From an optimization exercise on the open Yosys and OpenROAD flow, aimed at small area, a short achievable clock period and few clock cycles per item; shortcuts taken in it are not production practice.
RTL that was checked went through simulation tests only; none was proved equivalent to the original.
For runs 5 to 7, only the layout was checked, not whether the RTL still works.
No activity file was given, so power comes from the tool's default toggle rates.

==> flow/design.v <==
`timescale 1ns / 1ps
module huffmandecode(
clk,
huffrst,
code,
hufftable,
symaddr,
symdata,
huffdata,
hufflength,
hufffinish
    );
input clk,huffrst;
input[15:0] code;
input[8*16-1:0] hufftable;
output reg[7:0] symaddr;    
input[7:0] symdata;         
output reg[7:0] huffdata;
output [7:0] hufflength;
output reg hufffinish;
reg [7:0] g;         
reg [7:0] ca;        
reg [1:0] w;         
reg [3:0] n;         
reg       h;         
reg       one;       
reg       hs;        
reg       fix;       
reg [4:0] hl;        
assign hufflength = {3'b000, hl};
wire [7:0] c1   = hufftable[7:0];
wire [7:0] c2   = hufftable[15:8];
wire       b1   = code[15];
wire       b2   = code[14];
wire       hit1 = (c1[7:1] != 7'd0) | (c1[0] & ~b1);
wire       g1   = b1 & ~c1[0];                            
wire       big  = (c1[7:1] != 7'd0) | (c2[7:2] != 6'd0);
wire [1:0] a2   = c1[0] ? {b2, ~b2} : {b1, b2};           
function [5:0] first_entry(input [5:0] x);
    reg [2:0] c, b, g, s, a;
    reg       h1, h2;
    begin
        c = {1'b0, x[4:3]};           
        b = x[2:0];                   
        h1 = x[5] & ~b[2];            
        g = {2'b00, b[2] & ~x[5]};    
        g = {g[1:0], b[1]};           
        h2 = c > g;
        g = g - c;                    
        s = {2'b00, x[5]} + c;        
        a = s + {g[1:0], b[0]};       
        if (h1)      first_entry = {3'd0, b[2], 2'd0};
        else if (h2) first_entry = {2'd0, x[5] ? {b[1], ~b[1]} : b[2:1], 2'd0};
        else         first_entry = {1'b0, a, g[1:0]};
    end
endfunction
function [64*6-1:0] first_table(input dummy);
    integer i;
    begin
        for (i = 0; i < 64; i = i + 1) first_table[6*i +: 6] = first_entry(i[5:0]);
    end
endfunction
localparam [64*6-1:0] FIRST = first_table(1'b0);
wire [5:0] first = FIRST[6*{c1[0], c2[1:0], code[15:13]} +: 6];
wire [3:0] a0   = first[5:2];
wire [1:0] g2   = first[1:0];
wire       short = fix | hs;                        
wire [9:0] gn   = {1'b0, g, w[1]} - {2'b00, ca};    
wire       hit  = gn[9];                            
wire       dead = ~gn[9] & gn[8];                   
wire       nf   = ~short & ~h & ~hit & (dead | n == 4'd13);   
wire [127:0] tbl3 = {24'd0, hufftable[127:24]};
wire [7:0] fetch_c = tbl3[8*n +: 8];                
wire [15:0] code4 = {code[11:0], 4'd0};
wire       fetch_b = code4[15 - n];                 
always @(posedge clk) begin
    one   <= hit1;
    hs    <= (c1[0] & ~b1) | (c2[1:0] > {g1, b2});
    fix   <= big;
    if (~huffrst) begin
        g  <= {6'd0, g2};
        symaddr <= {4'd0, a0};
        ca <= hufftable[23:16];
        w  <= code[13:12];
    end else begin
        g  <= gn[7:0];
        symaddr <= fix & (n == 4'd0) ? {6'd0, one ? {1'b0, b1} : a2} : symaddr + gn[7:0] + {7'd0, w[0]};
        ca <= fetch_c;
        w  <= {w[0], fetch_b};
    end
    if (~hufffinish) begin
        huffdata <= h ? symdata : 8'hff;
        hl <= ~h ? 5'd0 : one ? 5'd1 : short ? 5'd2 : {1'b0, n} + 5'd2;
    end
end
always @(posedge clk or negedge huffrst) begin
    if (~huffrst) begin
        hufffinish <= 1'b0;
        h <= 1'b0;
        n <= 4'd0;
    end else begin
        if (h | nf)
            hufffinish <= 1'b1;
        h <= short ? ~fix | (n == 4'd1) : hit;
        n <= n + 4'd1;
    end
end
endmodule
==> flow/flow/run.sh <==
#!/bin/bash
# Standard layout, with plain buffers on the ports and repair_timing aiming
# below the clock period (setup margin).
set -euo pipefail
export BUFFER_PORTS_ARGS="-buffer_cell sky130_fd_sc_hd__buf_1"
export SETUP_SLACK_MARGIN=7.8
bash standard.sh > standard.log 2>&1
==> flow/standard.sh <==
#!/bin/bash
# synth_recipe.tcl (not shown) runs the flow's synth.tcl, then flattens the netlist and writes it again
# the make line also repeats each setting of config.mk as NAME=value (left out here)
make -C /OpenROAD-flow-scripts/flow DESIGN_CONFIG=/design/flow/config.mk WORK_HOME=/design/flow/orfs CLKGATE_MAP_FILE= SYNTH_SCRIPT=/design/flow/synth_recipe.tcl "${@:-finish}"
==> flow/config.mk <==
export PLATFORM = sky130hd
export DESIGN_NAME = huffmandecode
export DESIGN_NICKNAME = huffmandecode
export VERILOG_FILES = /design/flow/design.v
export SDC_FILE = /design/flow/constraint.sdc
export NUM_CORES = 8
export LEC_CHECK = 0
export ABC_AREA = 1
export CAP_MARGIN = 20
export CORE_MARGIN = 2
export CORE_UTILIZATION = 40
export SLEW_MARGIN = 20
export TNS_END_PERCENT = 5
==> flow/constraint.sdc <==
create_clock -name core_clock -period 11.0 [get_ports {clk}]
set_input_delay 2.2000 -clock core_clock [delete_from_list [all_inputs] [get_ports {clk}]]
set_output_delay 2.2000 -clock core_clock [all_outputs]
set_load 0.01 [all_outputs]
==> results of run 1 <==
[sequential cells by signal (all words and copies together) (netlist names)]
| register | flops |
|---|---|
| ca | 8 |
| hufffinish | 1 |
| one | 1 |
| n | 4 |
| hs | 1 |
| w | 2 |
| g | 8 |
| h | 1 |
| fix | 1 |
| hl | 5 |
| huffdata | 8 |
| symaddr | 8 |
[area by class of cell]
class,count,area (um^2),share of cell area (%)
Clock buffer,5,68.8,1.53
Clock inverter,3,47.5,1.06
Inverter,59,225,5.01
Timing Repair Buffer,178,681,15.1
Sequential cell,48,1120,24.9
Multi-Input combinational cell,399,2220,49.2
Tap cell,111,139,3.09
[layer usage]
metal	up-vias	global-route usage, %	routed length [um]
met2	130	39.1	5510
met3	6	3.81	682
met1	1855	27.6	4690
li1	2108	-	-
met5	-	0	0
met4	0	4.11	97
[per-stage QoR]
stage | total power, uW | area, um^2 | cells | setup WS, ns
5_1_grt | 572 | 4500 | 803 | 7.77
3_3_place_gp | 398 | 4360 | 793 | 7.50
3_5_place_dp | 401 | 4360 | 793 | 7.46
2_1_floorplan | 344 | 3740 | 533 | 7.81
4_1_cts | 535 | 4500 | 803 | 7.81
6_report | 531 | 4500 | 803 | 7.89
[where the power goes]
| part | total (uW) | internal, uW | leakage, uW | switching [uW] |
|---|---|---|---|---|
| logic | 198 | 79.0 | 0.00136 | 119 |
| registers | 200 | 195 | 0.000431 | 4.99 |
| clock network | 134 | 68.6 | 0.0000583 | 64.9 |
[timing repair]
action / in CTS / in global routing
resized for setup: 1 / 3
pin swaps: 0 / 0
hold buffers: 0 / 0
setup endpoints to repair: 1 / 2
buffers inserted: 2 / 0
endpoints found under the hold margin: 0 / 0
[placed cells by master (no fill, tap or decap), types with 10 or more instances in the layout]
cell and instances:
sky130_fd_sc_hd__buf_1 174, sky130_fd_sc_hd__nor2_1 86, sky130_fd_sc_hd__nand2_1 71, sky130_fd_sc_hd__o21ai_0 55, sky130_fd_sc_hd__inv_1 48, sky130_fd_sc_hd__dfxtp_1 29, sky130_fd_sc_hd__o22ai_1 27, sky130_fd_sc_hd__a21oi_1 26
sky130_fd_sc_hd__ha_1 23, sky130_fd_sc_hd__nand3_1 19, sky130_fd_sc_hd__o21ai_1 18, sky130_fd_sc_hd__edfxtp_1 13, sky130_fd_sc_hd__a31oi_1 12, sky130_fd_sc_hd__inv_2 10
[worst register-to-register path, delay by kind of cell (launching register included)]
family / cells / cell delay [ns]
buf+inv: 3 / 0.74
fa+ha+maj: 1 / 0.40
simple gates: 4 / 0.46
flops: 1 / 0.98
[cell families after synthesis]
family,after synthesis
other cells,1
compound gates,152
simple gates,212
fa+ha+maj,26
flops,48
xor+xnor,6
buf+inv,86
[worst paths after layout]
| path | slack, ns | end | startpoint |
|---|---|---|---|
| min in group asynchronous | 1.87 | n[3]$_DFF_PN0_ | huffrst |
| max in group asynchronous | 8.88 | n[0]$_DFF_PN0_ | huffrst |
| min reg2reg | 0.49 | hufffinish$_DFFE_PN0P_ | h$_DFF_PN0_ |
| min | 0.49 | hufffinish$_DFFE_PN0P_ | h$_DFF_PN0_ |
| max reg2reg | 8.36 | symaddr[0]$_DFF_P_ | n[0]$_DFF_PN0_ |
| max | 7.89 | symaddr[0]$_DFF_P_ | code[13] |
==> notes.md, run 1 <==
Run
The count of maximum capacitance violations is 0.

Pwr
The maximum ir drop on the vdd rail is 0.0623 mV. The leakage power is ~0.0018 uW. The power per cell area is about 120 nW/um^2.

STA
The setup violation total in the final timing report is 0. The final number of hold-violating endpoints is 0. The worst hold slack is approximately 0.5 ns. In this run the tightest slew margin relative to its limit is 37.9%. The final total negative setup slack is 0 ns. The minimum clock period after layout is just over 3 ns.

For the pin with the worst max-slew slack, the measured transition is a little over 0.9 ns. The final period utilization is 28.3%. The number of max-slew violations in the final report is 0. The highest achievable clock rate is 321 MHz. The worst setup skew after layout is ~0.0085 ns. Setup repair after global routing could not meet its margin everywhere.

Worst setup path
Grouping stages by cell kind, the critical path spends the most delay in simple AND/OR/NAND/NOR gates. The highest cell delay on the worst timing path is around 0.27 ns. The cell count of the worst reg-to-reg path is 8. The number of logic stages on the critical path including buffering is 8. The kind of capture point of the worst setup path is a flop. The worst path buffer plus inverter count is 2. In this run the worst path has a maximum fanout of 4.

The worst setup path is launched from an input port. The slowest stage of the critical path belongs to the cell sky130_fd_sc_hd__or2_2. For the worst setup path, the data required time is ~11 ns.

The data arrival time at the worst-slack endpoint is about 3.3 ns. Traced cell by cell, the critical path runs through buf_1 > inv_2 > ha_1 > or2_2 > a21boi_1 > o221ai_1 > nand2_1 > nand3_1. The setup path with the least slack is of type in -> reg.

Synthesis
The unique cell type count in the Yosys netlist is 41. The adder-cell area share of the yosys netlist is under 10%. After Yosys synthesis, and, or, nand and nor cells account for about a quarter of the synthesized area. The fraction of synthesized cell area in xor and xnor cells is ~1.4%. After synthesis, the share of flip-flops with an asynchronous set or reset is roughly an eighth. The cell type with the largest total area after synthesis is sky130_fd_sc_hd__dfxtp_1. Summed over its instances, the top area cell type makes up 15.6% of the synthesized netlist area. After synthesis, the most frequently instantiated cells are sky130_fd_sc_hd__nor2_1 (86), sky130_fd_sc_hd__nand2_1 (71), sky130_fd_sc_hd__o21ai_0 (55). After synthesis, the largest family of logic cells by area is simple AND/OR/NAND/NOR gates. The post-synthesis compound-gate area fraction is 23.1%. For this run, the number of Yosys warnings is 1. The cell with the most instances after synthesis is sky130_fd_sc_hd__nor2_1. The flip-flop cell with the highest count after synthesis is sky130_fd_sc_hd__dfxtp_1. Yosys mapped a number of flops with a built-in enable equal to 13. The mean area per synthesized cell is 7.03 um^2. The mux share of post-synthesis cell area is 0%. Summing every instance area after synthesis gives approximately 3700 um^2. By area the synthesized netlist is led by sky130_fd_sc_hd__dfxtp_1 (16%), sky130_fd_sc_hd__edfxtp_1 (10%), sky130_fd_sc_hd__nor2_1 (8.7%).

The cell count after synthesis came out at 531. Counting flops and latches in the post-synthesis netlist gives 48. Sequential cells were found to cover a little under a third of the synthesized design area.

Final layout
The number of inserted diodes is 0. Cells fill roughly half of the core in the end. Counting the fill cells in the layout gives about 990.

The fraction of layout instances using a drive strength above 1 is ~6.9%. Relative to the synthesized area, the layout overhead comes to 20.6%. The net count of the finished layout is 871.

Detailed routing
For this run, design rule violations remaining after detail routing come to 0. After detailed routing, the total wire length is between 10000 and 15000 um. The first detailed-routing pass took 4 iterations. The per-cell via count in the routed design is just over 5.

The count of nets left with antenna violations once routing finished came out at 0. After detailed routing, the average wire length per cell comes to ~14 um. The detailed-route via count is a little over 4000. For this block, the initial DRC count from the detailed router was roughly 190.

Clocking
The maximum level of the CTS H-tree is 2. No sink is reached through more buffers than the 2 on the longest clock path. The clock latency on the worst-skew pair is just over 0.3 ns. The cell sitting at the root of the clock tree is a sky130_fd_sc_hd__clkbuf_8. The number of buffers added by the clock tree synthesis step is 5.

The clock sink total is 48. The TritonCTS clock tree is done. The clock slew at the register clock pins of the worst setup and hold paths is approximately 0.10 ns.

Global routing
Entering global routing, the biggest net connects 60 pins. The via count of the first global-routing pass was a little under 4000. The combined global-route utilization of all metal layers is approximately 22%. The global-route wire length before repair is between 15000 and 20000 um. The initial antenna violation count was 0. The leftover overflow at the end of global routing is 0.

Die
During I/O placement, the number of pins put on the boundary was between 150 and 200. The die outline area is roughly 10000 um^2. The initial utilization of the core area, before any placement, comes to between 40% and 50%. The floorplan has 35 rows. The vertical die dimension is 101 um.

The core area is between 9000 and 10000 um^2. The die is 101 um wide.

Placement
The count of buffers added on input and output ports is approximately 180. The congestion estimate from routability-driven global placement came to roughly 0.86. Once detailed placement completed, the half-perimeter wirelength came to about 8900 um.

Worst hold path
The number of instances on the worst hold path is 2. The tightest min-delay check is of the reg -> reg type.

Run status
The flow ran to the end and the layout has no timing, DRC or antenna violations.
Testbench counts, summed over its fixed seeds: cycles 9,412, items 2,048.
==> inputs of run 2 (changes only) <==
==> flow/flow/run.sh (replaced) <==
#!/bin/bash
# Standard layout, with plain buffers on the ports and repair_timing aiming
# below the clock period (setup margin).
set -euo pipefail
export BUFFER_PORTS_ARGS="-buffer_cell sky130_fd_sc_hd__buf_1"
export SETUP_SLACK_MARGIN=7.7
bash standard.sh > standard.log 2>&1
==> notes.md, run 2 <==
Synthesis
The count of state elements after synthesis is 48 (unchanged). The flip-flop cell with the highest count after synthesis is sky130_fd_sc_hd__dfxtp_1. The cell type with the largest total area after synthesis is sky130_fd_sc_hd__dfxtp_1.

The area fraction in and, or, nand and nor cells after synthesis is 25.3% (unchanged). The fraction of synthesized cell area in xor and xnor cells came to 1.41% (unchanged). Yosys instantiated no cell more often than sky130_fd_sc_hd__nor2_1. The unique cell type count in the Yosys netlist is 41 (unchanged). The fraction of registers with async set or reset after synthesis was 12.5% (unchanged). The area share of the largest cell type after synthesis is 15.6% (unchanged). The mux share of post-synthesis cell area came to 0% (unchanged). After synthesis, the largest family of logic cells by area is simple AND/OR/NAND/NOR gates.

The mean area per synthesized cell is 7.03 um^2 (unchanged). The post-synthesis compound-gate area fraction came to 23.1% (unchanged). In the post-synthesis netlist, the biggest area contributors are sky130_fd_sc_hd__dfxtp_1 (16%), sky130_fd_sc_hd__edfxtp_1 (10%), sky130_fd_sc_hd__nor2_1 (8.7%). The cell area after technology mapping is 3730 um^2 (unchanged). The adder-cell area share of the yosys netlist is 9.32% (unchanged). The gate count of the mapped netlist came to 531 (unchanged). By count the netlist is led by sky130_fd_sc_hd__nor2_1 (86), sky130_fd_sc_hd__nand2_1 (71), sky130_fd_sc_hd__o21ai_0 (55). The number of flops mapped to enable cells by yosys is 13 (unchanged).

The post-synthesis sequential area ratio came to 30.0% (unchanged). The count of synthesis-stage warnings from yosys is 1 (unchanged).

Worst setup path
The largest driver fanout on the critical path was 7 (+3). The worst path buffer plus inverter count was 2 (unchanged). The setup path with the least slack is of type in -> reg. The critical path data required time was 11.24 ns (+0.04 ns). The cell at the slowest stage of the critical path is sky130_fd_sc_hd__ha_1.

The worst setup path is launched from an input port. The cell family with the largest share of critical-path delay is compound AO/OA/AOI/OAI gates. The kind of capture point of the worst setup path is a flop. The worst-case register-to-register setup slack is 8.36 ns (about the same).

The highest cell delay on the worst timing path is 0.29 ns (+0.02 ns). The signal on the critical path passes through buf_1 > inv_1 > ha_1 > nand2_1 > o211ai_1 > o2111ai_1 > o22ai_1. The data arrival time at the worst-slack endpoint is 3.39 ns (+0.08 ns).

Detailed routing
The per-cell via count in the routed design is 5.10 (about the same). The detailed-route DRC error count is 0 (unchanged). The number of nets with antenna violations after routing came to 0 (unchanged). The detailed-router iteration count before antenna repair is 5 (+1). The aggregate routed wire length came to 11000 um (+0.17%). The detailed-route via count is 4101 (+0.049%). The first-iteration detailed-routing DRC count is 184 (-1.1%).

The average wire length per cell after detail routing is 13.7 um (about the same).

Run status
The flow ran to the end and the layout has no timing, DRC or antenna violations.

Worst hold path
The classification of the worst-slack hold path is reg -> reg.

STA
The highest achievable clock rate came to 317 MHz (-1.3%). The worst setup skew after layout is 0.00981 ns (+0.00134 ns). The pin slew with the least headroom to its limit is 0.934 ns (+0.00208 ns). The minimum clock period after layout is 3.15 ns (+0.0403 ns). The headroom to the max-slew limit is 37.7% (-0.14 points).

The final number of hold-violating endpoints is 0 (unchanged). The number of max-slew violations in the final report was 0 (unchanged). The final total negative setup slack is 0 ns (unchanged). The setup violation total in the final timing report is 0 (unchanged). Setup repair after global routing left no endpoint under its margin. The least setup slack across all paths after layout is 7.85 ns (-0.0403 ns). The final period utilization is 28.7% (+0.37 points).

Placement
The placement-stage worst setup slack is 7.46 ns (unchanged). The count of input and output buffers was 175 (unchanged). The HPWL after detailed placement is 8900 um (unchanged). The final weighted congestion in routability-driven placement is 0.860 (unchanged). The cell count after placement is 793 (unchanged).

Clocking
The maximum level of the CTS H-tree is 2 (unchanged). The clock sink total is 48 (unchanged). The TritonCTS clock tree is done. The cell at the root of the clock tree is sky130_fd_sc_hd__clkbuf_8.

The number of hold buffers added after cts is 0 (unchanged). The clock latency on the worst-skew pair is 0.31 ns (about the same). The clock slew at the register clock pins of the worst setup and hold paths was 0.10 ns (about the same).

The clock tree buffer depth is 2 (unchanged). The number of buffers added by the clock tree synthesis step was 5 (unchanged).

Final layout
Leaving out fill and tap cells, the most frequent cell in the layout is sky130_fd_sc_hd__buf_1. The fraction of layout instances using a drive strength above 1 was 6.78% (-0.15 points). The final net count was 872 (+0.11%). The growth of design area from synthesis to finish is 20.8%. The final standard cell utilization of the core is 49.2% (+0.068 points).

The number of inserted diodes is 0 (unchanged). The final standard cell count with taps included and fillers excluded is 804 (+0.12%). The top cell types in the final layout, fill and taps aside, are sky130_fd_sc_hd__buf_1 (175), sky130_fd_sc_hd__nor2_1 (86), sky130_fd_sc_hd__nand2_1 (71).

Die
The floorplan row count is 35 (unchanged). The I/O pin total is 179 (unchanged). The initial cell density of the core is 40.8% (unchanged). The die outline area is 10100 um^2 (unchanged). The core area is 9150 um^2 (unchanged).

The vertical die dimension is 101 um (unchanged). The die boundary width came to 101 um (unchanged).

Global routing
The pin count of the biggest net entering global routing is 60 (unchanged). The global-route wire length before repair came to 17800 um (-0.42%). The initial antenna violation count is 0 (unchanged). The leftover overflow at the end of global routing is 0 (unchanged). The combined global-route utilization of all metal layers is 21.7% (-0.12 points).

The via count of the first global-routing pass came to 3904 (-0.43%).

Pwr
The total power is 532 uW (+0.19%). The leakage power was 0.00185 uW (+0.16%). The maximum ir drop on the vdd rail was 0.0641 mV (+2.8%). The power per cell area came to 118 nW/um^2 (about the same).

Run
The count of maximum capacitance violations is 0 (unchanged).
-- run 2: changes by cell type in the layout (fill, tap and decap cells not counted) --
cell / previous run / this run
sky130_fd_sc_hd__buf_4: 3 / 4
sky130_fd_sc_hd__clkbuf_2: 1 / 0
sky130_fd_sc_hd__inv_1: 48 / 49
sky130_fd_sc_hd__buf_1: 174 / 175
sky130_fd_sc_hd__inv_2: 10 / 9
-- run 2: per-layer routing --
metal | global-route usage, % | up-vias | part of all wire, %
met4 | 4.11 | 0 | 0.84
met5 | 0 | - | 0
li1 | - | 2110 | -
met3 | 3.47 | 6 | 6.0
met2 | 39.0 | 127 | 51
met1 | 27.5 | 1858 | 43
-- run 2: layout make-up --
class	count	area (um^2)
Fill cell	990	4650
Timing Repair Buffer	179	687
Multi-Input combinational cell	399	2220
Sequential cell	48	1120
Inverter	59	225
Clock inverter	3	47.5
Clock buffer	5	68.8
Tap cell	111	139
-- run 2: power breakdown --
group	internal, uW	switching (uW)
clock network	68.6	65.4
logic	79.2	119
registers	195	4.96
-- run 2: kinds of logic after synthesis --
group                    count (synthesis)
AND/OR/NAND/NOR                        212
AO/OA/AOI/OAI                          152
buffers and inverters                   86
flip-flops                              48
adder cells (fa/ha/maj)                 26
XOR/XNOR                                 6
other                                    1
-- run 2: through the flow --
stage                     hold WS, ns  area (um^2)
final                           0.491         4510
after CTS                       0.489         4480
after global placement          0.457         4360
after detailed placement        0.464         4360
after global routing            0.509         4510
after floorplan                 0.428         3740
-- run 2: path summary, 6_finish.rpt --
check	cells after the start	startpoint	to
max in group asynchronous	2	huffrst	n[0]$_DFF_PN0_
max reg2reg	8	n[0]$_DFF_PN0_	symaddr[0]$_DFF_P_
min	2	h$_DFF_PN0_	hufffinish$_DFFE_PN0P_
min in group asynchronous	2	huffrst	n[3]$_DFF_PN0_
min reg2reg	2	h$_DFF_PN0_	hufffinish$_DFFE_PN0P_
max	7	code[14]	symaddr[1]$_DFF_P_
-- run 2: tightest hold or removal path, cell delays in order (launching register included) --
cell	delay, ns
sky130_fd_sc_hd__dfrtp_1	0.36
sky130_fd_sc_hd__nor2_1	0.05
sky130_fd_sc_hd__nand2_1	0.06
-- run 2: timing repair --
item,CTS,global route
buffers inserted,0,3
endpoints found under the setup margin,0,1
resized for setup,0,2
==> inputs of run 3 (changes only) <==
==> flow/flow/run.sh (replaced) <==
#!/bin/bash
# Standard layout, with plain buffers on the ports and repair_timing aiming
# below the clock period (setup margin).
set -euo pipefail
export BUFFER_PORTS_ARGS="-buffer_cell sky130_fd_sc_hd__buf_1"
export SETUP_SLACK_MARGIN=8.0
bash standard.sh > standard.log 2>&1
==> notes.md, run 3 <==
Clocking
The clock sink total was 48 (unchanged). The maximum level of the CTS H-tree is 2 (unchanged). The clock latency on the worst-skew pair is 0.31 ns (about the same). The clock tree buffer depth was 2 (unchanged).

The cell at the root of the clock tree is sky130_fd_sc_hd__clkbuf_8. The number of buffers added by the clock tree synthesis step was 5 (unchanged). The number of hold buffers added after cts came to 0 (unchanged). The TritonCTS clock tree is done. The clock slew at the register clock pins of the worst setup and hold paths is 0.10 ns (about the same).

Final layout
The growth of design area from synthesis to finish is 22.0%. The top cell types in the final layout, fill and taps aside, are sky130_fd_sc_hd__buf_1 (171), sky130_fd_sc_hd__nor2_1 (86), sky130_fd_sc_hd__nand2_1 (71). The fraction of layout instances using a drive strength above 1 was 8.06% (+1.3 points).

The register area was 1120 um^2 (-0.11%). The final net count is 874 (+0.23%). The library cell used most frequently in the layout, excluding fill and tap cells, is sky130_fd_sc_hd__buf_1. The multi-input logic area is 2230 um^2 (+0.68%). The final-layout fill cell count is 977 (-1.3%). The number of inserted diodes is 0 (unchanged). The final standard cell count with taps included and fillers excluded is 806 (+0.25%).

Synthesis
In the post-synthesis netlist, the cell with the most instances is sky130_fd_sc_hd__nor2_1. Yosys attributes the largest share of cell area to sky130_fd_sc_hd__dfxtp_1 (16%), sky130_fd_sc_hd__edfxtp_1 (10%), sky130_fd_sc_hd__nor2_1 (8.7%). The flip-flop cell with the highest count after synthesis is sky130_fd_sc_hd__dfxtp_1. The gate count of the mapped netlist is 531 (unchanged). The count of synthesis-stage warnings from yosys is 1 (unchanged). The unique cell type count in the Yosys netlist is 41 (unchanged).

The cell area after technology mapping is 3730 um^2 (unchanged). The count of state elements after synthesis is 48 (unchanged). The number of flops mapped to enable cells by yosys was 13 (unchanged). The post-synthesis sequential area ratio is 30.0% (unchanged).

The commonest cells after synthesis are sky130_fd_sc_hd__nor2_1 (86), sky130_fd_sc_hd__nand2_1 (71), sky130_fd_sc_hd__o21ai_0 (55). The fraction of registers with async set or reset after synthesis is 12.5% (unchanged). The area share of the largest cell type after synthesis is 15.6% (unchanged). The mean area per synthesized cell is 7.03 um^2 (unchanged). The cell type with the largest total area after synthesis is sky130_fd_sc_hd__dfxtp_1.

Run status
The run finished with no timing, DRC or antenna violations.

Run
The count of maximum capacitance violations is 0 (unchanged).

Die
The vertical die dimension is 101 um (unchanged). The initial cell density of the core was 40.8% (unchanged). The I/O pin total is 179 (unchanged).

The die boundary width is 101 um (unchanged). The die outline area is 10100 um^2 (unchanged). The core area is 9150 um^2 (unchanged).

The floorplan row count was 35 (unchanged).

STA
The worst setup skew after layout came to 0.0164 ns (+0.00658 ns). The minimum clock period after layout came to 3.06 ns (-0.0898 ns). The final number of hold-violating endpoints came to 0 (unchanged). Setup repair after global routing could not meet its margin everywhere. The headroom to the max-slew limit was 37.6% (-0.15 points). The final total negative setup slack is 0 ns (unchanged). The worst hold slack came to 0.502 ns (+0.0112 ns). The setup violation total in the final timing report came to 0 (unchanged).

The pin slew with the least headroom to its limit is 0.936 ns (+0.00221 ns). The number of max-slew violations in the final report is 0 (unchanged). The final period utilization is 27.8% (-0.82 points).

The highest achievable clock rate is 327 MHz (+2.9%).

Pwr
The total power is 532 uW (about the same). The leakage power was 0.00186 uW (+0.87%). The maximum ir drop on the vdd rail is 0.0533 mV (-17%). The power per cell area is 117 nW/um^2 (-1.1%).

Placement
The final weighted congestion in routability-driven placement is 0.864 (+0.54%). The HPWL after detailed placement is 8830 um (-0.79%). The cell count after placement is 794 (+0.13%). The count of input and output buffers came to 175 (unchanged).

Global routing
The pin count of the biggest net entering global routing is 60 (unchanged). The combined global-route utilization of all metal layers came to 21.3% (-0.38 points). The leftover overflow at the end of global routing was 0 (unchanged). The global-route wire length before repair is 17600 um (-1.3%). The initial antenna violation count is 0 (unchanged).

The via count of the first global-routing pass is 3959 (+1.4%).

Detailed routing
The first-iteration detailed-routing DRC count is 202 (+9.8%). The per-cell via count in the routed design is 5.14 (+0.70%). The detailed-route via count is 4140 (+0.95%). The average wire length per cell after detail routing is 13.5 um (-1.2%). The detailed-route DRC error count came to 0 (unchanged). The number of nets with antenna violations after routing is 0 (unchanged). The detailed-router iteration count before antenna repair is 5 (unchanged). The aggregate routed wire length is 10900 um (-0.95%).

Worst setup path
The largest driver fanout on the critical path is 3 (-4). The kind of cell with the highest combined delay along the critical path is flip-flops. The worst setup path is captured at a primary output. Walking the worst path, the cells encountered are buf_1.

The highest cell delay on the worst timing path was 0.39 ns (+0.10 ns). The worst path buffer plus inverter count is 1 (-1). The critical path data required time is 8.80 ns (-2.44 ns). STA classifies the critical path startpoint as a flop. The data arrival time at the worst-slack endpoint is 0.86 ns (-2.53 ns). The cell at the slowest stage of the critical path is sky130_fd_sc_hd__dfrtp_1.

The setup path with the least slack is of type reg -> out.

Worst hold path
The min-delay analysis places its worst path in the category reg -> reg.
[run 3: cell counts after synthesis]
No cell type changed its count.
[run 3: power by group]
group,internal (uW),switching [uW]
clock network,68.6,64.7
logic,80.0,119
registers,195,4.80
[run 3: layout make-up]
class / instances / area share, %
Timing Repair Buffer: 181 / 15.7
Sequential cell: 48 / 24.6
Clock inverter: 3 / 1.04
Tap cell: 111 / 3.05
Inverter: 59 / 5.09
Clock buffer: 5 / 1.51
Multi-Input combinational cell: 399 / 49.0
[run 3: path summary, 6_finish.rpt]
check | from | end | slack [ns] | depth (start not counted)
max | hufffinish$_DFFE_PN0P_ | hufffinish | 7.94 | 1
min | h$_DFF_PN0_ | hufffinish$_DFFE_PN0P_ | 0.50 | 2
max reg2reg | w[1]$_DFF_P_ | symaddr[7]$_SDFF_PP0_ | 8.49 | 17
min reg2reg | h$_DFF_PN0_ | hufffinish$_DFFE_PN0P_ | 0.50 | 2
max in group asynchronous | huffrst | hufffinish$_DFFE_PN0P_ | 8.99 | 2
min in group asynchronous | huffrst | n[2]$_DFF_PN0_ | 1.82 | 2
[run 3: through the flow]
step           utilization [%]  instance area, um^2  worst slack [ns]
2_1_floorplan                -                 3770              7.97
3_3_place_gp              48.0                 4390              7.49
3_5_place_dp              48.0                 4390              7.39
4_1_cts                   49.7                 4540              7.92
5_1_grt                   49.7                 4550              7.87
6_report                  49.7                 4550              7.94
[run 3: worst min-delay path: stages (launching register included)]
cell and delay (ns):
sky130_fd_sc_hd__dfrtp_1 0.37, sky130_fd_sc_hd__nor2_1 0.05, sky130_fd_sc_hd__nand2_1 0.05
[run 3: cell families (layout without fill, tap and decap cells)]
kind of cell | Yosys count | after routing | share of synthesized area (%)
adder cells (fa/ha/maj) | 26 | 26 | 9.32
other | 1 | 3 | 0.101
flip-flops | 48 | 48 | 30.0
AND/OR/NAND/NOR | 212 | 212 | 25.3
buffers and inverters | 86 | 248 | 10.8
AO/OA/AOI/OAI | 152 | 152 | 23.1
XOR/XNOR | 6 | 6 | 1.41
[run 3: what timing repair did]
action,4_1_cts,5_1_grt
setup endpoints to repair,31,31
pin swaps,0,1
gates resized for setup,4,4
buffers inserted,4,0
[run 3: per-layer routing]
layer / part of all wire [%] / GRT usage (%) / wire (um) / vias up
met4: 0.65 / 3.79 / 71 / 0
li1: - / - / - / 2116
met3: 4.8 / 3.12 / 526 / 8
met2: 52 / 39.6 / 5650 / 127
met5: 0 / 0 / 0 / -
met1: 43 / 26.2 / 4640 / 1889
==> inputs of run 4 (changes only) <==
==> flow/flow/run.sh (replaced) <==
#!/bin/bash
# Standard layout, with plain buffers on the ports and repair_timing aiming
# below the clock period (setup margin).
set -euo pipefail
export BUFFER_PORTS_ARGS="-buffer_cell sky130_fd_sc_hd__buf_1"
export SETUP_SLACK_MARGIN=7.9
bash standard.sh > standard.log 2>&1
==> notes.md, run 4 <==
Worst setup path
The beginning of the critical path is symaddr[7]$_SDFF_PP0_. The kind of critical path is reg -> out. The data arrival time at the worst-slack endpoint is 0.86 ns (about the same). The startpoint identified for the worst register-to-register timing path is n[0]$_DFF_PN0_. The cell count of the worst reg-to-reg path is 8 (-9).

The kind of cell with the highest combined delay along the critical path is flip-flops. The end point of the critical path is symaddr[7]. The startpoint type of the worst setup path is a flop. The worst path buffer plus inverter count came to 1 (unchanged). The cell at the slowest stage of the critical path is sky130_fd_sc_hd__dfxtp_1.

The critical path goes through buf_1. The critical path data required time is 8.80 ns (about the same). The worst setup path is captured at a primary output. The largest driver fanout on the critical path is 4 (+1).

The highest cell delay on the worst timing path is 0.39 ns (about the same). The worst-case register-to-register setup slack came to 8.31 ns (-0.18 ns). The number of logic stages on the critical path including buffering is 1 (unchanged). The endpoint of the worst-slack reg-to-reg timing path is symaddr[0]$_DFF_P_.

Global routing
The global-route wire length before repair is 17600 um (-0.20%). The leftover overflow at the end of global routing is 0 (unchanged). The combined global-route utilization of all metal layers is 21.4% (+0.033 points). The pin count of the biggest net entering global routing came to 60 (unchanged). The via count of the first global-routing pass was 3816 (-3.6%). The initial antenna violation count came to 0 (unchanged).

Final layout
The final standard cell count with taps included and fillers excluded is 803 (-0.37%). The fraction of layout instances using a drive strength above 1 was 7.51% (-0.54 points). The library cells used most frequently in the layout, excluding fill and tap cells, are sky130_fd_sc_hd__buf_1 (172), sky130_fd_sc_hd__nor2_1 (86), sky130_fd_sc_hd__nand2_1 (71). The register area is 1120 um^2 (+0.11%).

The multi-input logic area came to 2230 um^2 (-0.11%). The library cell used most frequently in the layout, excluding fill and tap cells, is sky130_fd_sc_hd__buf_1. The final-layout fill cell count is 989 (+1.2%). The number of inserted diodes came to 0 (unchanged). The growth of design area from synthesis to finish is 21.0%. The final net count came to 871 (-0.34%).

Synthesis
The most common cell in the synthesized netlist is sky130_fd_sc_hd__nor2_1. The unique cell type count in the Yosys netlist is 41 (unchanged). By area the synthesized netlist is led by sky130_fd_sc_hd__dfxtp_1 (16%), sky130_fd_sc_hd__edfxtp_1 (10%), sky130_fd_sc_hd__nor2_1 (8.7%). The flip-flop cell with the highest count after synthesis is sky130_fd_sc_hd__dfxtp_1. The count of state elements after synthesis is 48 (unchanged).

The cell type with the largest total area after synthesis is sky130_fd_sc_hd__dfxtp_1. The cell area after technology mapping is 3730 um^2 (unchanged). The gate count of the mapped netlist is 531 (unchanged). The mean area per synthesized cell came to 7.03 um^2 (unchanged). The count of synthesis-stage warnings from yosys is 1 (unchanged). The post-synthesis sequential area ratio is 30.0% (unchanged). After synthesis, the most frequently instantiated cells are sky130_fd_sc_hd__nor2_1 (86), sky130_fd_sc_hd__nand2_1 (71), sky130_fd_sc_hd__o21ai_0 (55). The number of flops mapped to enable cells by yosys was 13 (unchanged). The area share of the largest cell type after synthesis came to 15.6% (unchanged). The fraction of registers with async set or reset after synthesis is 12.5% (unchanged).

STA
The worst setup skew after layout was 0.0101 ns (-0.00630 ns). The final total negative setup slack is 0 ns (unchanged). The setup violation total in the final timing report came to 0 (unchanged). The final period utilization is 27.8% (about the same).

The worst hold slack is 0.498 ns (-0.00407 ns). The highest achievable clock rate came to 327 MHz (about the same). Setup repair after global routing could not meet its margin everywhere. The final number of hold-violating endpoints is 0 (unchanged). The minimum clock period after layout is 3.06 ns (-0.000310 ns). The pin slew with the least headroom to its limit is 0.932 ns (-0.00372 ns). The number of max-slew violations in the final report was 0 (unchanged). The least setup slack across all paths after layout is 7.94 ns (+0.000310 ns). The headroom to the max-slew limit came to 37.8% (+0.25 points).

Placement
The count of input and output buffers was 175 (unchanged). The HPWL after detailed placement is 8730 um (-1.2%). The final weighted congestion in routability-driven placement is 0.883 (+2.2%). The placement-stage worst setup slack was 7.45 ns (+0.0585 ns). The cell count after placement is 793 (-0.13%).

Detailed routing
The first-iteration detailed-routing DRC count came to 150 (-26%). The per-cell via count in the routed design is 5.10 (-0.62%). The average wire length per cell after detail routing was 13.6 um (+0.75%).

The detailed-route via count is 4099 (-0.99%). The detailed-router iteration count before antenna repair is 4 (-1). The aggregate routed wire length is 10900 um (+0.38%). The detailed-route DRC error count came to 0 (unchanged). The number of nets with antenna violations after routing is 0 (unchanged).

Die
The floorplan row count is 35 (unchanged). The die outline area came to 10100 um^2 (unchanged). The vertical die dimension is 101 um (unchanged).

The initial cell density of the core is 40.8% (unchanged). The I/O pin total is 179 (unchanged). The die boundary width is 101 um (unchanged). The core area is 9150 um^2 (unchanged).

Worst hold path
The classification of the worst-slack hold path is reg -> reg.

Run status
The flow ran to the end and the layout has no timing, DRC or antenna violations.

Pwr
The leakage power is 0.00185 uW (-0.77%). The maximum ir drop on the vdd rail was 0.0674 mV (+26%). The power per cell area came to 118 nW/um^2 (+0.99%).

Clocking
The clock sink total is 48 (unchanged). TritonCTS built the clock tree. The clock tree buffer depth is 2 (unchanged). The clock slew at the register clock pins of the worst setup and hold paths is 0.10 ns (about the same). The number of hold buffers added after cts is 0 (unchanged). The maximum level of the CTS H-tree was 2 (unchanged).

The number of buffers added by the clock tree synthesis step came to 5 (unchanged). The clock latency on the worst-skew pair is 0.31 ns (about the same). The cell at the root of the clock tree is sky130_fd_sc_hd__clkbuf_8.

Run
The count of maximum capacitance violations is 0 (unchanged).
[run 4: timing repair]
action | 4_1_cts | 5_1_grt
endpoints found under the setup margin | 2 | 6
resized for setup | 2 | 3
setup buffers | 2 | 0
cloned | 0 | 0
pin swaps | 0 | 0
[run 4: where the power goes]
group / internal, uW / leakage [uW] / switching, uW
clock: 68.6 / 0.0000583 / 66.0
combinational: 79.2 / 0.00136 / 119
sequential: 195 / 0.000431 / 5.14
total: 343 / 0.00185 / 190
[run 4: kinds of logic after synthesis]
kind of cell             after synthesis  synth area share, %
AO/OA/AOI/OAI                        152                 23.1
XOR/XNOR                               6                 1.41
adder cells (fa/ha/maj)               26                 9.32
buffers and inverters                 86                 10.8
flip-flops                            48                 30.0
other                                  1                0.101
AND/OR/NAND/NOR                      212                 25.3
[run 4: worst min path at each step]
stage,depth (start not counted),start,slack (ns),end
after CTS,1,fix$_DFF_P_,0.50,h$_DFF_PN0_
after global routing,2,h$_DFF_PN0_,0.53,hufffinish$_DFFE_PN0P_
after detailed placement,2,h$_DFF_PN0_,0.47,hufffinish$_DFFE_PN0P_
final,1,fix$_DFF_P_,0.50,h$_DFF_PN0_
after global placement,2,h$_DFF_PN0_,0.46,hufffinish$_DFFE_PN0P_
after floorplan,2,w[0]$_DFF_P_,0.43,w[1]$_DFF_P_
[run 4: stage by stage]
step	instance area, um^2	total power (uW)	util (%)
CTS	4510	537	49.3
global placement	4380	399	47.8
detailed placement	4380	402	47.8
floorplan	3750	344	-
finish	4510	533	49.3
global route	4510	573	49.3
[run 4: cell type report]
cell class | count | area share [%]
clock buffer | 5 | 1.52
inverter | 59 | 4.99
tap | 111 | 3.08
sequential | 48 | 24.9
multi-input combinational | 399 | 49.4
clock inverter | 3 | 1.05
timing repair buffer | 178 | 15.1
[run 4: layer usage]
metal | routed length (um) | global-route usage [%] | part of all wire [%]
met5 | 0 | 0 | 0
met2 | 5550 | 38.2 | 51
met3 | 654 | 4.09 | 6.0
met1 | 4590 | 26.5 | 42
met4 | 139 | 4.74 | 1.3
==> inputs of run 5 (changes only) <==
--- a/flow/design.v
+++ b/flow/design.v
@@ -24,8 +24,7 @@
 reg [3:0] n;         
 reg       h;         
 reg       one;       
-reg       hs;        
-reg       fix;       
+reg       short;     
 reg [4:0] hl;        
 assign hufflength = {3'b000, hl};
 wire [7:0] c1   = hufftable[7:0];
@@ -34,18 +33,19 @@
 wire       b2   = code[14];
 wire       hit1 = (c1[7:1] != 7'd0) | (c1[0] & ~b1);
 wire       g1   = b1 & ~c1[0];                            
-wire       big  = (c1[7:1] != 7'd0) | (c2[7:2] != 6'd0);
-wire [1:0] a2   = c1[0] ? {b2, ~b2} : {b1, b2};           
-function [5:0] first_entry(input [5:0] x);
+wire       big1 = c1[7:1] != 7'd0;
+wire       big2 = c2[7:2] != 6'd0;
+wire       hit2 = big2 | (c2[1:0] > {g1, b2});
+function [5:0] first_entry(input [7:0] x);
     reg [2:0] c, b, g, s, a;
     reg       h1, h2;
     begin
         c = {1'b0, x[4:3]};           
         b = x[2:0];                   
-        h1 = x[5] & ~b[2];            
+        h1 = x[7] | (x[5] & ~b[2]);   
         g = {2'b00, b[2] & ~x[5]};    
         g = {g[1:0], b[1]};           
-        h2 = c > g;
+        h2 = x[6] | (c > g);
         g = g - c;                    
         s = {2'b00, x[5]} + c;        
         a = s + {g[1:0], b[0]};       
@@ -54,17 +54,16 @@
         else         first_entry = {1'b0, a, g[1:0]};
     end
 endfunction
-function [64*6-1:0] first_table(input dummy);
+function [256*6-1:0] first_table(input dummy);
     integer i;
     begin
-        for (i = 0; i < 64; i = i + 1) first_table[6*i +: 6] = first_entry(i[5:0]);
+        for (i = 0; i < 256; i = i + 1) first_table[6*i +: 6] = first_entry(i[7:0]);
     end
 endfunction
-localparam [64*6-1:0] FIRST = first_table(1'b0);
-wire [5:0] first = FIRST[6*{c1[0], c2[1:0], code[15:13]} +: 6];
+localparam [256*6-1:0] FIRST = first_table(1'b0);
+wire [5:0] first = FIRST[6*{big1, big2, c1[0], c2[1:0], code[15:13]} +: 6];
 wire [3:0] a0   = first[5:2];
 wire [1:0] g2   = first[1:0];
-wire       short = fix | hs;                        
 wire [9:0] gn   = {1'b0, g, w[1]} - {2'b00, ca};    
 wire       hit  = gn[9];                            
 wire       dead = ~gn[9] & gn[8];                   
@@ -75,8 +74,7 @@
 wire       fetch_b = code4[15 - n];                 
 always @(posedge clk) begin
     one   <= hit1;
-    hs    <= (c1[0] & ~b1) | (c2[1:0] > {g1, b2});
-    fix   <= big;
+    short <= hit1 | hit2;
     if (~huffrst) begin
         g  <= {6'd0, g2};
         symaddr <= {4'd0, a0};
@@ -84,7 +82,7 @@
         w  <= code[13:12];
     end else begin
         g  <= gn[7:0];
-        symaddr <= fix & (n == 4'd0) ? {6'd0, one ? {1'b0, b1} : a2} : symaddr + gn[7:0] + {7'd0, w[0]};
+        symaddr <= symaddr + gn[7:0] + {7'd0, w[0]};
         ca <= fetch_c;
         w  <= {w[0], fetch_b};
     end
@@ -101,7 +99,7 @@
     end else begin
         if (h | nf)
             hufffinish <= 1'b1;
-        h <= short ? ~fix | (n == 4'd1) : hit;
+        h <= short | hit;
         n <= n + 4'd1;
     end
 end
==> flow/flow/run.sh (replaced) <==
#!/bin/bash
# Standard layout, with plain buffers on the ports and repair_timing aiming
# below the clock period (setup margin).
set -euo pipefail
export BUFFER_PORTS_ARGS="-buffer_cell sky130_fd_sc_hd__buf_1"
export SETUP_SLACK_MARGIN=7.8
bash standard.sh > standard.log 2>&1
==> notes.md, run 5 <==
Synthesis
The count of synthesis-stage warnings from yosys is 1 (unchanged). sky130_fd_sc_hd__dfxtp_1 takes more of the synthesized area than any other cell. The number of flops mapped to enable cells by yosys came to 13 (unchanged). Counting instances in the post-synthesis netlist gives the leading cell types as sky130_fd_sc_hd__nor2_1 (109), sky130_fd_sc_hd__nand2_1 (71), sky130_fd_sc_hd__o21ai_0 (67). By area the synthesized netlist is led by sky130_fd_sc_hd__dfxtp_1 (15%), sky130_fd_sc_hd__nor2_1 (11%), sky130_fd_sc_hd__edfxtp_1 (11%). The unique cell type count in the Yosys netlist is 34 (-17%). The cell area after technology mapping is 3710 um^2 (-0.64%).

The mean area per synthesized cell was 6.73 um^2 (-4.2%). The most used flip-flop cell after synthesis is sky130_fd_sc_hd__dfxtp_1. The gate count of the mapped netlist is 551 (+3.8%). The fraction of registers with async set or reset after synthesis is 12.8% (+0.27 points).

The area share of the largest cell type after synthesis is 15.1% (-0.44 points). The count of state elements after synthesis came to 47 (-2.1%). By instance count, the leading cell after synthesis is sky130_fd_sc_hd__nor2_1. The post-synthesis sequential area ratio is 29.7% (-0.35 points).

Clocking
The clock latency on the worst-skew pair is 0.30 ns (about the same). The maximum level of the CTS H-tree is 2 (unchanged). The number of hold buffers added after cts came to 0 (unchanged). The post-CTS setup-driven buffer insertion count is 0 (-2). The clock tree buffer depth came to 2 (unchanged).

The number of buffers added by the clock tree synthesis step is 5 (unchanged). In this run the clock root is driven by a sky130_fd_sc_hd__clkbuf_8. The clock sink total was 47 (-2.1%).

The clock slew at the register clock pins of the worst setup and hold paths is 0.09 ns (about the same). TritonCTS built the clock tree.

Die
The vertical die dimension came to 100 um (-0.31%). The core area is 9110 um^2 (-0.48%). The I/O pin total is 179 (unchanged).

The floorplan row count is 35 (unchanged). The die outline area is 10100 um^2 (-0.61%). The die boundary width is 100 um (-0.31%). The initial cell density of the core is 40.7% (-0.065 points).

Detailed routing
The number of nets with antenna violations after routing was 0 (unchanged). The per-cell via count in the routed design was 5.14 (+0.65%). The detailed-router iteration count before antenna repair is 5 (+1). The aggregate routed wire length was 11000 um (+0.45%).

The detailed-route DRC error count was 0 (unchanged). The detailed-route via count came to 4208 (+2.7%). The first-iteration detailed-routing DRC count is 192 (+28%). The average wire length per cell after detail routing is 13.4 um (-1.5%).

Final layout
The most common cell after layout, fill and taps aside is sky130_fd_sc_hd__buf_1. The growth of design area from synthesis to finish is 21.1% (about the same). The fraction of layout instances using a drive strength above 1 was 4.24% (-3.3 points).

The number of inserted diodes came to 0 (unchanged). The library cells used most frequently in the layout, excluding fill and tap cells, are sky130_fd_sc_hd__buf_1 (172), sky130_fd_sc_hd__nor2_1 (109), sky130_fd_sc_hd__nand2_1 (71). The final-layout fill cell count is 1010 (+2.1%). The register area is 1100 um^2 (-1.9%). The final standard cell utilization of the core is 49.3% (about the same).

The post-route cell area is 4490 um^2 (-0.55%). The multi-input logic area is 2230 um^2 (+0.11%). The final net count is 887 (+1.8%).

Pwr
The leakage power was 0.00185 uW (-0.12%). The maximum ir drop on the vdd rail is 0.0641 mV (-5.0%). The power per cell area is 134 nW/um^2 (+13%).

STA
Setup repair after global routing could not meet its margin everywhere. The number of max-slew violations in the final report is 0 (unchanged). The minimum clock period after layout is 3.17 ns (+0.108 ns). The worst hold slack is 0.507 ns (+0.00920 ns). The setup violation total in the final timing report was 0 (unchanged). The highest achievable clock rate is 316 MHz (-3.4%). The worst setup skew after layout was 0.00591 ns (-0.00418 ns). The headroom to the max-slew limit is 48.8% (+11 points). The pin slew with the least headroom to its limit came to 0.767 ns (-0.165 ns). The final period utilization is 28.8% (+0.98 points). The final number of hold-violating endpoints was 0 (unchanged). The final total negative setup slack came to 0 ns (unchanged).

Worst setup path
The kind of critical path is in -> reg. The critical path data required time came to 11.20 ns (+2.40 ns). The data arrival time at the worst-slack endpoint came to 3.37 ns (+2.51 ns).

The largest driver fanout on the critical path is 26 (+22). The worst setup path is captured at a flop. The startpoint type of the worst setup path is an input port.

Run status
The run finished with no timing, DRC or antenna violations.

Worst hold path
In this run the worst hold path is classified as reg -> reg.

Global routing
The via count of the first global-routing pass is 3783 (-0.86%). The combined global-route utilization of all metal layers is 21.2% (-0.13 points). The global-route wire length before repair is 17300 um (-1.3%). The initial antenna violation count is 0 (unchanged).

The pin count of the biggest net entering global routing is 62 (+3.3%). The leftover overflow at the end of global routing is 0 (unchanged).

Placement
The final weighted congestion in routability-driven placement is 0.861 (-2.5%). The count of input and output buffers came to 175 (unchanged). The post-placement cell area came to 4360 um^2 (-0.34%). The HPWL after detailed placement is 8870 um (+1.6%).

Run
The count of maximum capacitance violations is 0 (unchanged).
[run 5: cell types whose count changed in the layout (fill, tap and decap cells not counted), sizes merged, moves of 6 or more]
cell and change:
nand3 +14, o22ai -15, nor2 +19, nand2 -6, o211ai +14
[run 5: final timing paths]
| path | end | cells past startpoint | startpoint | slack (ns) |
|---|---|---|---|---|
| worst max register to register | symaddr[7]$_SDFF_PN0_ | 16 | ca[0]$_DFF_P_ | 8.42 |
| worst min register to register | hufffinish$_DFFE_PN0P_ | 2 | hufffinish$_DFFE_PN0P_ | 0.51 |
| worst max-delay path | symaddr[0]$_DFF_P_ | 5 | huffrst | 7.83 |
| max in group asynchronous | n[3]$_DFF_PN0_ | 2 | huffrst | 8.88 |
| min in group asynchronous | hufffinish$_DFFE_PN0P_ | 2 | huffrst | 1.87 |
| worst min-delay path | hufffinish$_DFFE_PN0P_ | 2 | hufffinish$_DFFE_PN0P_ | 0.51 |
[run 5: power breakdown]
part / switching, uW / internal (uW)
Combinational: 153 / 103
Clock: 61.3 / 68.9
Sequential: 12.8 / 202
[run 5: logic make-up after synthesis]
logic type / count (synthesis) / share of synthesized area (%)
buf+inv: 88 / 10.3
simple gates: 231 / 25.8
compound gates: 151 / 23.0
flops: 47 / 29.7
fa+ha+maj: 26 / 9.38
other cells: 1 / 0.101
xor+xnor: 7 / 1.65
[run 5: metal layers]
layer	GRT usage [%]	share of wire, %
met3	3.90	6.5
met5	0	0
met4	6.11	1.7
met2	36.1	48
met1	27.5	43
[run 5: final cells by class]
cell class,instances,area share [%]
inverters,56,4.77
well taps,111,3.09
repair buffers,178,15.2
repair inverters,1,0.111
clock buffers,5,1.53
clock inverters,3,1.06
multi-input cells,418,49.7
flip-flops and latches,47,24.5
[run 5: through the flow]
step | instances | power (uW) | setup slack, ns
after floorplan | 553 | 403 | 7.82
final | 819 | 601 | 7.83
after global routing | 819 | 658 | 7.71
after CTS | 818 | 606 | 7.77
after detailed placement | 810 | 474 | 7.35
after global placement | 810 | 472 | 7.39
[run 5: timing repair]
| item | in CTS | in global routing |
|---|---|---|
| resized for setup | 2 | 2 |
| setup endpoints to repair | 4 | 12 |
| gates cloned | 0 | 1 |
[run 5: worst max-delay path: stages]
cell and delay, ns:
sky130_fd_sc_hd__buf_1 0.07, sky130_fd_sc_hd__buf_4 0.31, sky130_fd_sc_hd__clkinvlp_2 0.44, sky130_fd_sc_hd__a31oi_1 0.27, sky130_fd_sc_hd__nand2_1 0.07
==> inputs of run 6 (changes only) <==
==> flow/flow/run.sh (replaced) <==
#!/bin/bash
# Standard layout, with plain buffers on the ports and repair_timing aiming
# below the clock period (setup margin).
set -euo pipefail
export BUFFER_PORTS_ARGS="-buffer_cell sky130_fd_sc_hd__buf_1"
export SETUP_SLACK_MARGIN=8.0
bash standard.sh > standard.log 2>&1
==> notes.md, run 6 <==
Run status
The run finished with no timing, DRC or antenna violations.

STA
The minimum clock period after layout is 3.05 ns (-0.120 ns). The number of max-slew violations in the final report is 0 (unchanged). The final number of hold-violating endpoints is 0 (unchanged). The final total negative setup slack is 0 ns (unchanged). The pin slew with the least headroom to its limit was 0.763 ns (-0.00358 ns). Setup repair after global routing could not meet its margin everywhere. The final period utilization came to 27.7% (-1.1 points). The headroom to the max-slew limit was 49.0% (+0.24 points). The worst setup skew after layout is 0.0112 ns (+0.00532 ns). The highest achievable clock rate is 328 MHz (+3.9%). The setup violation total in the final timing report is 0 (unchanged).

Die
The vertical die dimension was 100 um (unchanged). The die boundary width came to 100 um (unchanged). The initial cell density of the core is 40.7% (unchanged). The floorplan row count came to 35 (unchanged). The core area came to 9110 um^2 (unchanged). The I/O pin total is 179 (unchanged).

The die outline area is 10100 um^2 (unchanged).

Worst setup path
The endpoint of the worst-slack reg-to-reg timing path is symaddr[7]$_SDFF_PN0_. The end point of the critical path is hufffinish. The cell at the slowest stage of the critical path is sky130_fd_sc_hd__dfrtp_1. The worst setup path is of the reg -> out kind. The beginning of the worst register-to-register path is w[1]$_DFF_P_. The critical path data required time came to 8.80 ns (-2.40 ns). The data arrival time at the worst-slack endpoint is 0.85 ns (-2.52 ns). The number of logic stages on the critical path including buffering is 1 (-4). The cell family with the largest share of critical-path delay is flip-flops. The kind of capture point of the worst setup path is a primary output. The worst-case register-to-register setup slack is 8.45 ns (+0.03 ns). Traced cell by cell, the critical path runs through clkbuf_2. The startpoint type of the worst setup path is a flop. The critical path starts at hufffinish$_DFFE_PN0P_. The highest cell delay on the worst timing path is 0.41 ns (-0.03 ns).

The worst path buffer plus inverter count was 1 (-2). The largest driver fanout on the critical path is 3 (-88%). The cell count of the worst reg-to-reg path was 17 (+1).

Synthesis
The mean area per synthesized cell was 6.73 um^2 (unchanged). The cell with the most instances after synthesis is sky130_fd_sc_hd__nor2_1. The cell type with the largest total area after synthesis is sky130_fd_sc_hd__dfxtp_1. In the post-synthesis netlist, the biggest area contributors are sky130_fd_sc_hd__dfxtp_1 (15%), sky130_fd_sc_hd__nor2_1 (11%), sky130_fd_sc_hd__edfxtp_1 (11%). The cell area after technology mapping is 3710 um^2 (unchanged). Among all flip-flop cells after synthesis, the most frequent one is sky130_fd_sc_hd__dfxtp_1. The area share of the largest cell type after synthesis was 15.1% (unchanged).

The post-synthesis sequential area ratio was 29.7% (unchanged). The fraction of registers with async set or reset after synthesis is 12.8% (unchanged). By count the netlist is led by sky130_fd_sc_hd__nor2_1 (109), sky130_fd_sc_hd__nand2_1 (71), sky130_fd_sc_hd__o21ai_0 (67). The count of synthesis-stage warnings from yosys came to 1 (unchanged). The unique cell type count in the Yosys netlist is 34 (unchanged). The gate count of the mapped netlist came to 551 (unchanged). The number of flops mapped to enable cells by yosys is 13 (unchanged). The count of state elements after synthesis is 47 (unchanged).

Clocking
The cell at the root of the clock tree is sky130_fd_sc_hd__clkbuf_8. The maximum level of the CTS H-tree was 2 (unchanged). The clock tree buffer depth is 2 (unchanged).

The clock sink total is 47 (unchanged). The number of hold buffers added after cts came to 0 (unchanged). The clock slew at the register clock pins of the worst setup and hold paths is 0.09 ns (about the same).

TritonCTS built the clock tree. The clock latency on the worst-skew pair is 0.30 ns (about the same). The number of buffers added by the clock tree synthesis step is 5 (unchanged).

Pwr
The total power was 577 uW (-4.0%). The maximum ir drop on the vdd rail is 0.0546 mV (-15%). The share of power burned in the clock network came to 18.0% (-3.7 points).

The power per cell area was 126 nW/um^2 (-5.8%). The total net switching power is 224 uW (-1.3%). The combinational power share came to 44.8% (+2.3 points). The part of the power in registers is 37.3% (+1.5 points). The internal power contribution is 353 uW (-5.7%). The leakage power is 0.00187 uW (+1.4%). The fraction of power spent switching nets is 38.8% (+1.1 points).

Global routing
The initial antenna violation count was 0 (unchanged). The global-route wire length before repair is 16900 um (-2.5%). The pin count of the biggest net entering global routing is 61 (-1.6%). The combined global-route utilization of all metal layers is 20.6% (-0.68 points). The leftover overflow at the end of global routing is 0 (unchanged). The via count of the first global-routing pass is 3786 (+0.079%).

Detailed routing
The average wire length per cell after detail routing is 13.1 um (-2.0%). The detailed-route DRC error count came to 0 (unchanged). The detailed-router iteration count before antenna repair is 5 (unchanged). The per-cell via count in the routed design is 5.11 (-0.51%). The number of nets with antenna violations after routing is 0 (unchanged). The aggregate routed wire length is 10800 um (-1.5%). The first-iteration detailed-routing DRC count is 168 (-13%). The detailed-route via count is 4207 (-0.024%).

Final layout
The number of inserted diodes was 0 (unchanged). Leaving out fill and tap cells, the most frequent cells in the layout are sky130_fd_sc_hd__buf_1 (169), sky130_fd_sc_hd__nor2_1 (109), sky130_fd_sc_hd__nand2_1 (69). The final net count is 891 (+0.45%). Leaving out fill and tap cells, the most frequent cell in the layout is sky130_fd_sc_hd__buf_1. The growth of design area from synthesis to finish is 23.4%. The final-layout fill cell count is 945 (-6.4%). The fraction of layout instances using a drive strength above 1 is 6.18% (+1.9 points).

Placement
The count of input and output buffers was 175 (unchanged). The HPWL after detailed placement is 8630 um (-2.7%). The final weighted congestion in routability-driven placement was 0.860 (about the same).

Run
The count of maximum capacitance violations is 0 (unchanged).

Worst hold path
In this run the most critical hold path is launched from h$_DFF_PN0_. The classification of the worst-slack hold path is reg -> reg.
[run 6: cell counts after synthesis]
No cell type changed its count.
[run 6: what timing repair did]
item | 4_1_cts | 5_1_grt
setup buffers | 0 | 4
pin swaps | 0 | 1
gates cloned | 1 | 0
endpoints found under the setup margin | 35 | 37
gates resized for setup | 4 | 13
[run 6: area by class of cell]
type | count | area (um^2) | area share [%]
Sequential cell | 47 | 1100 | 24.1
Timing Repair inverter | 1 | 7.51 | 0.164
Clock buffer | 5 | 68.8 | 1.50
Multi-Input combinational cell | 418 | 2270 | 49.5
Clock inverter | 3 | 20.0 | 0.438
Inverter | 56 | 234 | 5.11
Timing Repair Buffer | 182 | 738 | 16.1
Tap cell | 111 | 139 | 3.04
[run 6: how the worst min path moves through the flow]
stage | end | slack [ns] | cells after the start
detailed placement | hufffinish$_DFFE_PN0P_ | 0.51 | 2
floorplan | w[1]$_DFF_P_ | 0.43 | 2
global route | w[1]$_DFF_P_ | 0.56 | 2
finish | hufffinish$_DFFE_PN0P_ | 0.53 | 2
CTS | hufffinish$_DFFE_PN0P_ | 0.53 | 2
global placement | hufffinish$_DFFE_PN0P_ | 0.48 | 2
[run 6: per-stage QoR]
| step | util (%) | setup slack [ns] | hold slack, ns | area (um^2) | std cells |
|---|---|---|---|---|---|
| 2_1_floorplan | - | 7.96 | 0.425 | 3780 | 553 |
| 3_3_place_gp | 48.5 | 7.33 | 0.484 | 4420 | 810 |
| 3_5_place_dp | 48.5 | 7.25 | 0.508 | 4420 | 810 |
| 4_1_cts | 49.6 | 7.81 | 0.526 | 4520 | 819 |
| 5_1_grt | 50.2 | 7.91 | 0.556 | 4580 | 823 |
| 6_report | 50.2 | 7.95 | 0.525 | 4580 | 823 |
[run 6: logic make-up after synthesis]
| kind of cell | count (synthesis) | synth area share, % |
|---|---|---|
| flops | 47 | 29.7 |
| fa+ha+maj | 26 | 9.38 |
| xor+xnor | 7 | 1.65 |
| other cells | 1 | 0.101 |
| buf+inv | 88 | 10.3 |
| compound gates | 151 | 23.0 |
| simple gates | 231 | 25.8 |
[run 6: worst reg2reg max path, stage by stage (launching register included)]
cell and delay [ns]:
sky130_fd_sc_hd__dfxtp_1 0.30, sky130_fd_sc_hd__inv_1 0.04, sky130_fd_sc_hd__ha_1 0.13, sky130_fd_sc_hd__inv_1 0.07, sky130_fd_sc_hd__fa_1 0.41, sky130_fd_sc_hd__nand3_1 0.10, sky130_fd_sc_hd__nand2_1 0.11, sky130_fd_sc_hd__nand3_1 0.09
sky130_fd_sc_hd__nand2_1 0.06, sky130_fd_sc_hd__xnor2_1 0.19, sky130_fd_sc_hd__inv_1 0.07, sky130_fd_sc_hd__ha_1 0.30, sky130_fd_sc_hd__a21oi_1 0.12, sky130_fd_sc_hd__o21ai_0 0.09, sky130_fd_sc_hd__a21oi_1 0.17, sky130_fd_sc_hd__nand3_1 0.10
sky130_fd_sc_hd__nand2_1 0.06, sky130_fd_sc_hd__nor2_1 0.04
[run 6: layer usage]
| metal | routed length (um) | track usage (%) | part of all wire, % |
|---|---|---|---|
| met4 | 119 | 5.06 | 1.1 |
| met1 | 4670 | 26.7 | 43 |
| met5 | 0 | 0 | 0 |
| met2 | 5270 | 35.3 | 49 |
| met3 | 756 | 3.83 | 7.0 |
[run 6: power groups by stage]
stage / clock [uW] / combinational (uW) / sequential [uW]
after global routing: 115 / 300 / 218
final: 104 / 258 / 215
after global placement: 0 / 253 / 219
after floorplan: 0 / 183 / 222
after CTS: 107 / 258 / 215
after detailed placement: 0 / 255 / 219
==> inputs of run 7 (changes only) <==
==> flow/flow/run.sh (replaced) <==
#!/bin/bash
# Standard layout, with plain buffers on the ports and repair_timing aiming
# below the clock period (setup margin).
set -euo pipefail
export BUFFER_PORTS_ARGS="-buffer_cell sky130_fd_sc_hd__buf_1"
export SETUP_SLACK_MARGIN=7.9
bash standard.sh > standard.log 2>&1
==> notes.md, run 7 <==
Run status
The flow ran to the end and the layout has no timing, DRC or antenna violations.

Detailed routing
The average wire length per cell after detail routing was 13.8 um (+5.4%). The aggregate routed wire length came to 11300 um (+4.8%). The first-iteration detailed-routing DRC count is 177 (+5.4%).

The detailed-router iteration count before antenna repair is 4 (-1). The number of nets with antenna violations after routing is 0 (unchanged). The detailed-route DRC error count is 0 (unchanged).

Die
The die outline area was 10100 um^2 (unchanged). The die boundary width was 100 um (unchanged). The floorplan row count is 35 (unchanged). The core area came to 9110 um^2 (unchanged).

The vertical die dimension was 100 um (unchanged). The initial cell density of the core is 40.7% (unchanged).

Clocking
The clock latency on the worst-skew pair is 0.31 ns (about the same). The maximum level of the CTS H-tree is 2 (unchanged). The clock sink total is 47 (unchanged). The clock slew at the register clock pins of the worst setup and hold paths is 0.09 ns (about the same). The number of buffers added by the clock tree synthesis step came to 5 (unchanged). TritonCTS built the clock tree. The cell sitting at the root of the clock tree is a sky130_fd_sc_hd__clkbuf_8.

Final layout
The final-layout fill cell count is 961 (+1.7%). The multi-input logic area is 2260 um^2 (-0.33%). The fraction of layout instances using a drive strength above 1 came to 5.23% (-0.95 points).

The post-route cell area is 4550 um^2 (-0.63%). The library cells used most frequently in the layout, excluding fill and tap cells, are sky130_fd_sc_hd__buf_1 (171), sky130_fd_sc_hd__nor2_1 (109), sky130_fd_sc_hd__nand2_1 (70). The register area is 1100 um^2 (unchanged). Relative to the synthesized area, the layout overhead comes to 22.6%. The library cell used most frequently in the layout, excluding fill and tap cells, is sky130_fd_sc_hd__buf_1.

STA
Setup repair after global routing could not meet its margin everywhere. The highest achievable clock rate is 327 MHz (-0.15%). The setup violation total in the final timing report is 0 (unchanged).

The pin slew with the least headroom to its limit is 0.975 ns (+0.212 ns). The worst hold slack came to 0.518 ns (-0.00714 ns). The final period utilization was 27.8% (+0.043 points). The final number of hold-violating endpoints came to 0 (unchanged). The number of max-slew violations in the final report came to 0 (unchanged).

Run
The count of maximum capacitance violations is 0 (unchanged).

Pwr
The power per cell area is 138 nW/um^2 (+9.2%). The leakage power came to 0.00185 uW (-1.1%). The maximum ir drop on the vdd rail is 0.0505 mV (-7.5%).

Worst setup path
Traced cell by cell, the critical path runs through clkbuf_4 > inv_2 > ha_4 > nand2_1 > o21ai_0 > nand2_1 > nand3_1 > nand3_1 > nand2_1 > a21oi_1 > nand2_1 > nand2_1. The endpoint of the worst-slack reg-to-reg timing path is symaddr[7]$_SDFF_PN0_. In this run the worst setup path terminates at symaddr[1]$_DFF_P_. The largest driver fanout on the critical path is 8 (+5). The data arrival time at the worst-slack endpoint is 3.31 ns (+2.46 ns). The highest cell delay on the worst timing path is 0.21 ns (-0.20 ns). The cell family with the largest share of critical-path delay is simple AND/OR/NAND/NOR gates.

STA classifies the critical path startpoint as an input port. The beginning of the worst register-to-register path is w[1]$_DFF_P_. The kind of critical path is in -> reg.

The kind of capture point of the worst setup path is a flop.

Global routing
The combined global-route utilization of all metal layers is 21.6% (+1.0 points). The via count of the first global-routing pass is 3874 (+2.3%). The leftover overflow at the end of global routing is 0 (unchanged).

The global-route wire length before repair is 17500 um (+3.9%).

Placement
The count of input and output buffers was 175 (unchanged). The final weighted congestion in routability-driven placement came to 0.907 (+5.5%). The HPWL after detailed placement was 9020 um (+4.5%).

Synthesis
The post-synthesis sequential area ratio is 29.7% (unchanged). The cell area after technology mapping is 3710 um^2 (unchanged). The flip-flop cell with the highest count after synthesis is sky130_fd_sc_hd__dfxtp_1. By count the netlist is led by sky130_fd_sc_hd__nor2_1 (109), sky130_fd_sc_hd__nand2_1 (71), sky130_fd_sc_hd__o21ai_0 (67). The unique cell type count in the Yosys netlist is 34 (unchanged). The area share of the largest cell type after synthesis is 15.1% (unchanged). sky130_fd_sc_hd__dfxtp_1 takes more of the synthesized area than any other cell.

The count of state elements after synthesis is 47 (unchanged). After synthesis, the cell types taking the most area are sky130_fd_sc_hd__dfxtp_1 (15%), sky130_fd_sc_hd__nor2_1 (11%), sky130_fd_sc_hd__edfxtp_1 (11%). The mean area per synthesized cell is 6.73 um^2 (unchanged). The number of flops mapped to enable cells by yosys is 13 (unchanged). The gate count of the mapped netlist was 551 (unchanged).

Worst hold path
The tightest min-delay check is of the reg -> reg type.
run 7: changes by cell type in the layout (fill, tap and decap cells not counted), sizes merged:
cell and change:
buf -4, bufinv +2, clkinv -2, clkbuf -1, clkinvlp +1
run 7: area by class of cell:
class                   instances  share of cell area [%]
clock inverters                 3                    1.49
repair inverters                2                   0.330
multi-input cells             418                    49.7
clock buffers                   5                    1.51
well taps                     111                    3.05
repair buffers                177                    14.9
inverters                      56                    4.76
flip-flops and latches         47                    24.2
run 7: through the flow:
| stage | setup WS [ns] | utilization [%] | cells | power (uW) |
|---|---|---|---|---|
| after CTS | 7.85 | 49.6 | 818 | 628 |
| after global placement | 7.40 | 48.0 | 809 | 472 |
| after detailed placement | 7.35 | 48.0 | 809 | 476 |
| after global routing | 7.82 | 49.9 | 819 | 683 |
| after floorplan | 7.87 | - | 553 | 404 |
| final | 7.95 | 49.9 | 819 | 626 |
run 7: per-layer routing:
metal	vias up	global-route usage (%)	part of all wire, %
met5	-	0	0
met4	0	6.22	2.0
met3	18	4.53	6.6
met2	146	37.9	49
met1	1930	26.5	43
li1	2170	-	-
run 7: cell families after synthesis:
group                    count (synthesis)  share of synthesized area, %
adder cells (fa/ha/maj)                 26                          9.38
other                                    1                         0.101
AND/OR/NAND/NOR                        231                          25.8
flip-flops                              47                          29.7
AO/OA/AOI/OAI                          151                          23.0
XOR/XNOR                                 7                          1.65
buffers and inverters                   88                          10.3
run 7: worst min path at each step:
stage          slack [ns]  cells past startpoint                      to
2_1_floorplan        0.43                      2            w[1]$_DFF_P_
3_3_place_gp         0.48                      2  hufffinish$_DFFE_PN0P_
3_5_place_dp         0.50                      2  hufffinish$_DFFE_PN0P_
4_1_cts              0.53                      2  hufffinish$_DFFE_PN0P_
5_1_grt              0.56                      2            w[1]$_DFF_P_
6_report             0.52                      2  hufffinish$_DFFE_PN0P_
run 7: worst min-delay path, cell delays in order (launching register included):
cell                      delay [ns]
sky130_fd_sc_hd__dfrtp_1        0.38
sky130_fd_sc_hd__nor2_1         0.05
sky130_fd_sc_hd__nand2_1        0.06
run 7: repair_timing:
action | in CTS | in global routing
resized for setup | 5 | 6
gates cloned | 1 | 1
pin swaps | 0 | 0
hold buffers | 0 | 0
buffers inserted | 0 | 0
setup endpoints to repair | 11 | 14
run 7: power by group:
part	leakage [uW]	internal, uW	total (uW)	switching [uW]
Sequential	0.000413	202	216	13.1
Combinational	0.00137	104	259	155
Clock	0.0000644	90.6	151	60.4
Total	0.00185	397	626	229

Re-timed with assumed drivers on the ports (clkbuf_16 on the clock, buf_2 on other inputs), run 7 has 7.919 ns of setup slack against 7.946 ns with ideal ports, and 7.621 ns once port delays also move by the mid clock arrival of 0.332 ns.
